Background: an optimization exercise with open tools, aiming at small area. Do not read the settings as production practice.
The RTL was checked by simulation tests, not by an equivalence proof against the original design.
Power is estimated from default activity; no workload was simulated.

## flow/design.v (module list and top-level ports; edited modules follow where they fit)
// module fan_top: 2589 lines
// module hadd: 9 lines
// module fadd: 10 lines
module fan_top (
    input clk,
    input rst_n,
    input i_valid,
    input [127:0] i_vn,
    input [1023:0] i_data,
    output o_valid,
    output [31:0] o_valid_bus,
    output [1023:0] o_data
);
  // ...
==> flow/flow/run.sh <==
#!/bin/bash
# The standard layout (standard.sh: standard synthesis, floorplan, power grid,
# placement, CTS, routing), with two settings changed:
#  - each port gets a buf_1 as its port buffer (BUFFER_PORTS_ARGS);
#  - clock tree: clkbuf_16 buffers, sinks clustered up to 30 within 60 um,
#    no dummy loads (CTS_ARGS).
# The make output goes to standard.log; each step's own log is in orfs/logs.
set -euo pipefail
bash standard.sh \
  "BUFFER_PORTS_ARGS=-buffer_cell sky130_fd_sc_hd__buf_1" \
  "CTS_ARGS=-sink_clustering_enable -repair_clock_nets -dont_use_dummy_load -sink_clustering_size 30 -sink_clustering_max_diameter 60 -buf_list sky130_fd_sc_hd__clkbuf_16" \
  finish > standard.log 2>&1
==> flow/standard.sh <==
#!/bin/bash
# synth_recipe.tcl (not shown) runs the flow's synth.tcl, then flattens the netlist and writes it again
# the make line also repeats each setting of config.mk as NAME=value (left out here)
make -C /OpenROAD-flow-scripts/flow DESIGN_CONFIG=/design/flow/config.mk WORK_HOME=/design/flow/orfs CLKGATE_MAP_FILE= SYNTH_SCRIPT=/design/flow/synth_recipe.tcl "${@:-finish}"
==> flow/config.mk <==
export PLATFORM = sky130hd
export DESIGN_NAME = fan_top
export DESIGN_NICKNAME = fan_top
export VERILOG_FILES = /design/flow/design.v
export SDC_FILE = /design/flow/constraint.sdc
export NUM_CORES = 8
export LEC_CHECK = 0
export CAP_MARGIN = 20
export CORE_MARGIN = 2
export CORE_UTILIZATION = 45
export PLACE_DENSITY = 0.6
export SLEW_MARGIN = 20
export SYNTH_HIERARCHICAL = 1
==> flow/constraint.sdc <==
create_clock -name core_clock -period 7.0 [get_ports {clk}]
set_input_delay 1.4000 -clock core_clock [delete_from_list [all_inputs] [get_ports {clk}]]
set_output_delay 1.4000 -clock core_clock [all_outputs]
set_load 0.01 [all_outputs]
==> notes.md, run 1 <==
Status - complete, no violations
Tot Pwr - 69,760 uW
Final Cycle Share - 91.20%
Switching Fraction - 24.98%
Req. time, crit path - 7.84 ns
Input/output buffers - 2,211
Critical-path top delay cell - fa_1
Cells after DPL - 17,590
P_leak - 0.08006 uW
Via count - 86,320
Inverters excl. clock - 42
Most common cell on crit path - fa_1
Tap cells - 4,994
Die ar. - 0.3814 sq mm
# clk buffers - 404
Synth Area in Compound Gates - 2.581%
Layout net count - 15,140
Placed cell areas - 0.1835 sq mm
Flops & latches, synth - 6,476
Post-CTS Hold Fix Bufs - 0
Clock power share - 31.1%
Total wire length - 603,700 microns
CP endpoint - r5_23[24]$_DFF_P_
Clk buf depth - 4
Synth Area in Adders - 11.59%
Area grow syn2layout - 14.48%
Met3 routed WL - 37,540 microns
Final min period - 6.384 ns
Largest area contributor in the netlist - dfxtp_1
Worst R2R Path Depth - 15
Max H-tree Level - 5
Post-synthesis cell count - 10,540
Met2 wire length - 280,300 microns
Fraction of area in multi-input gates - 19.79%
Hold Worst Slack - 0.2376 ns
Final std cells w/o fill - 18,100
Sequential cell power - 43,700 uW
DRT iter0 DRCs - 6,816
Footprint of the multi-input gates - 0.03837 sq mm
Vias in the first global route - 89,530
Non-CTS buffers - 2,313
Post-synth top area share - 76.43%
Final GP Congestion - 0.9879
Register area share after synthesis - 76.55%
Diodes inserted - 114
==> run 2, diff against run 1 <==
==> flow/flow/run.sh (replaced) <==
#!/bin/bash
# The standard layout (standard.sh: standard synthesis, floorplan, power grid,
# placement, CTS, routing), with two settings changed:
#  - each port gets a buf_1 as its port buffer (BUFFER_PORTS_ARGS);
#  - clock tree: clkbuf_8 buffers, sinks clustered up to 16 within 60 um,
#    no dummy loads (CTS_ARGS).
# The make output goes to standard.log; each step's own log is in orfs/logs.
set -euo pipefail
bash standard.sh \
  "BUFFER_PORTS_ARGS=-buffer_cell sky130_fd_sc_hd__buf_1" \
  "CTS_ARGS=-sink_clustering_enable -repair_clock_nets -dont_use_dummy_load -sink_clustering_size 16 -sink_clustering_max_diameter 60 -buf_list sky130_fd_sc_hd__clkbuf_8" \
  finish > standard.log 2>&1
==> notes.md, run 2 <==
Status - complete, no violations
Tot GR Track Use - 31.18%
Most common cell on crit path - fa_1
Pre-CTS WS - 0.5978 ns
Footprint of the multi-input gates - 0.03837 sq mm (unchanged)
Initial antenna violation count - 258
Setup crit end kind - register
GRT met1 Usage - 39.62%
Avg Cell Area, Syn - 16.07 sq um
Die width - 617.6 microns
Critical-path top delay cell - fa_1
Largest area contributor in the netlist - dfxtp_1
Clock Sinks - 6,476
Input/output buffers - 2,211 (unchanged)
Final Cycle Share - 92.99% (+1.8 points)
Count leader, synth - dfxtp_1
Crit path kind - reg -> reg
Most frequent cells in the layout - dfxtp_1 (6,467), buf_1 (2,207), fa_1 (961)
Worst slew margin - 21.88%
WL/cell - 33.27 microns
EDFF count, synth - 0
Reg2Reg Launch Point - q4[29]$_DFF_P_
Cells after DPL - 17,590 (unchanged)
Tot Pwr - 65,190 uW (-6.6%)
Max Freq - 153.6 MHz
Flops & latches, synth - 6,476 (unchanged)
CP peak stage delay - 0.54 ns
Setup bufs post-CTS - 0
Synth Net Count - 12,690
Ys async rst share - 0.1235%
Register area share after synthesis - 76.55% (unchanged)
Initial Utilization - 45.14%
Total wire length - 604,700 microns (+0.16%)
RSZ-0062 raised after global routing - false
Largest net degree at the start of global routing - 34
Hold Fails Final Rpt - 0
Final GP Congestion - 0.9879 (unchanged)
PwrDens - 342.4 mW/mm^2
Vias in the first global route - 90,190 (+0.74%)
Top_reg_cell synth - dfxtp_1
I/O pin total - 2,212
TritonCTS Buffers - 478
Drc violations - 0
Post-synthesis cell count - 10,540 (unchanged)
Fin. max-slew vios - 0
Worst vdd ir - 0.2449 mV
Final WS setup - 0.4910 ns
Core area - 0.3753 sq mm
Worst-Skew Late Latency - 1.17 ns
P_leak - 0.07852 uW (-1.9%)
Fillcell total - 32,160
Register Area - 0.1297 sq mm
Die ar. - 0.3814 sq mm (unchanged)
Top Usage Layer GRT - met2
Hold Path Class - in -> async
Final std cells w/o fill - 18,180 (+0.41%)
Clk slew on worst S/H paths - 0.10 ns
Reg-to-reg endpoint - r5_23[24]$_DFF_P_
Req. time, crit path - 7.99 ns (+0.15 ns)
Synthesis Warnings - 7
First-pass GRT wire length - 790,200 microns
Max H-tree Level - 5 (unchanged)
Netlist cell types - 42
Worst-margin pin slew - 1.169 ns
Worst R2R Path Depth - 15 (unchanged)
TritonCTS clock tree - built
CP top delay family - adder cells
Flop-to-flop setup slack - 0.49 ns
Critical path buffer and inverter count - 1
Worst Path Arrival - 7.50 ns
Final setup fails - 0
Layout cells sized above 1 - 6.512%
Crit-path cells - buf_4 > and2_1 > nand2_1 > a21boi_0 > fa_1 > a221o_1 > fa_1 > fa_1 > fa_1 > fa_1 > fa_1 > fa_1 > fa_1 > fa_1 > fa_1
Met2 Use GR - 49.97%
Post-CTS Hold Fix Bufs - 0 (unchanged)
Root Buffer - clkbuf_8
Top cells by count, synth - dfxtp_1 (6,468), fa_1 (961), and2_1 (831), nand2_1 (308), mux2_2 (256)
Worst Setup Start Kind - register
Grt total ovfl - 0
Mapped Area - 0.1694 sq mm
Final Core Density - 50.74%
Grt met3 use - 5.776%
Top post-synthesis cells by area - dfxtp_1 (76%), fa_1 (11%), and2_1 (3.1%)
Row count - 225
TritonRoute pass-1 iters - 7
Via-to-Cell Ratio - 4.767
DP HPWL - 513,200 microns
Final min period - 6.509 ns (+0.1253 ns)
# resized after CTS - 0
Post-synth top area share - 76.43% (unchanged)
Commonest non-fill, non-tap cell in the layout - dfxtp_1
Maxcap violations - 0
Die Ht - 617.6 microns
Setup TNS - 0 ns
Setup Skew - 0.1576 ns
Clk buf depth - 4 (unchanged)
Area grow syn2layout - 12.39%
CP max FO - 13
Post-DRT Antenna Nets - 0
Layout net count - 15,220 (+0.49%)
DRT iter0 DRCs - 6,514 (-4.4%)
Via count - 86,660 (+0.39%)
run 2: area by class of cell:
type / count / share of cell area [%]
timing repair buffer: 2313 / 4.766
sequential: 6476 / 68.11
tap: 4994 / 3.282
antenna: 115 / 0.1511
inverter: 42 / 0.08280
multi-input combinational: 3760 / 20.15
clock buffer: 478 / 3.455
run 2: how the worst max path moves through the flow:
stage | slack, ns | endpoint | cells past startpoint | from
after floorplan | 1.40 | r5_3[27]$_DFF_P_ | 15 | q4[2]$_DFF_P_
after global placement | 0.64 | r5_15[21]$_DFF_P_ | 15 | q4[9]$_DFF_P_
after detailed placement | 0.60 | r5_23[24]$_DFF_P_ | 15 | q4[29]$_DFF_P_
after CTS | 0.54 | r5_23[24]$_DFF_P_ | 15 | q4[29]$_DFF_P_
after global routing | 0.36 | r5_23[24]$_DFF_P_ | 15 | q4[29]$_DFF_P_
final | 0.49 | r5_23[24]$_DFF_P_ | 15 | q4[29]$_DFF_P_
run 2: logic make-up after synthesis:
kind of cell	after synthesis	synth area share (%)
buffers and inverters	304	0.8110
AO/OA/AOI/OAI	616	2.581
multiplexers	433	2.747
flip-flops	6476	76.55
adder cells (fa/ha/maj)	992	11.59
XOR/XNOR	124	0.6411
AND/OR/NAND/NOR	1595	5.082
run 2: where the power goes:
part           internal, uW  switching [uW]
clock                  6070           11100
sequential            40700            2970
combinational          1450            2950
run 2: metal layers:
metal  routed length, microns  vias to the layer above
met5                      162                        -
met4                    41040                       26
met3                    36920                     1108
met2                   279700                     3454
met1                   246900                    43700
li1                         -                    38370
run 2: modules after synthesis, one instance, submodules excluded:
module,cell area [sq um],cells inside,flip-flops and latches,copies in the design
fan_top,149800,9548,6476,1
hadd,12.51,1,0,31
fadd,20.02,1,0,961
run 2: metrics by stage:
step,instance area (sq um),hold slack (ns)
finish,190400,0.1964
floorplan,169400,0.3096
global route,190300,0.1501
global placement,183500,0.3096
detailed placement,183500,0.3121
CTS,190100,0.04400

## static timing again, ports no longer ideal
In the flow no input, the clock included, has a driving cell. The finished layouts below were timed again as built, in two steps. Step 1: set_driving_cell puts a clkbuf_16 on clk and a buf_2 on each other input, an assumption about the parent block. Step 2 times the ports against the registers' clock, not the clock port: input delays grow and output delays shrink by t, the midpoint of the rising clock arrivals with the driver on. a / b / c = ideal ports / drivers / drivers and shift; a / b = the first two.
run | t (ns) | setup WS [ns] | worst data-port slew with drivers (ns)
run 1 | 1.052 | 0.616 / 0.616 / 0.616 | 0.29
run 2 | 1.219 | 0.491 / 0.491 / 0.491 | 0.29
After both steps every run listed still meets setup and hold.
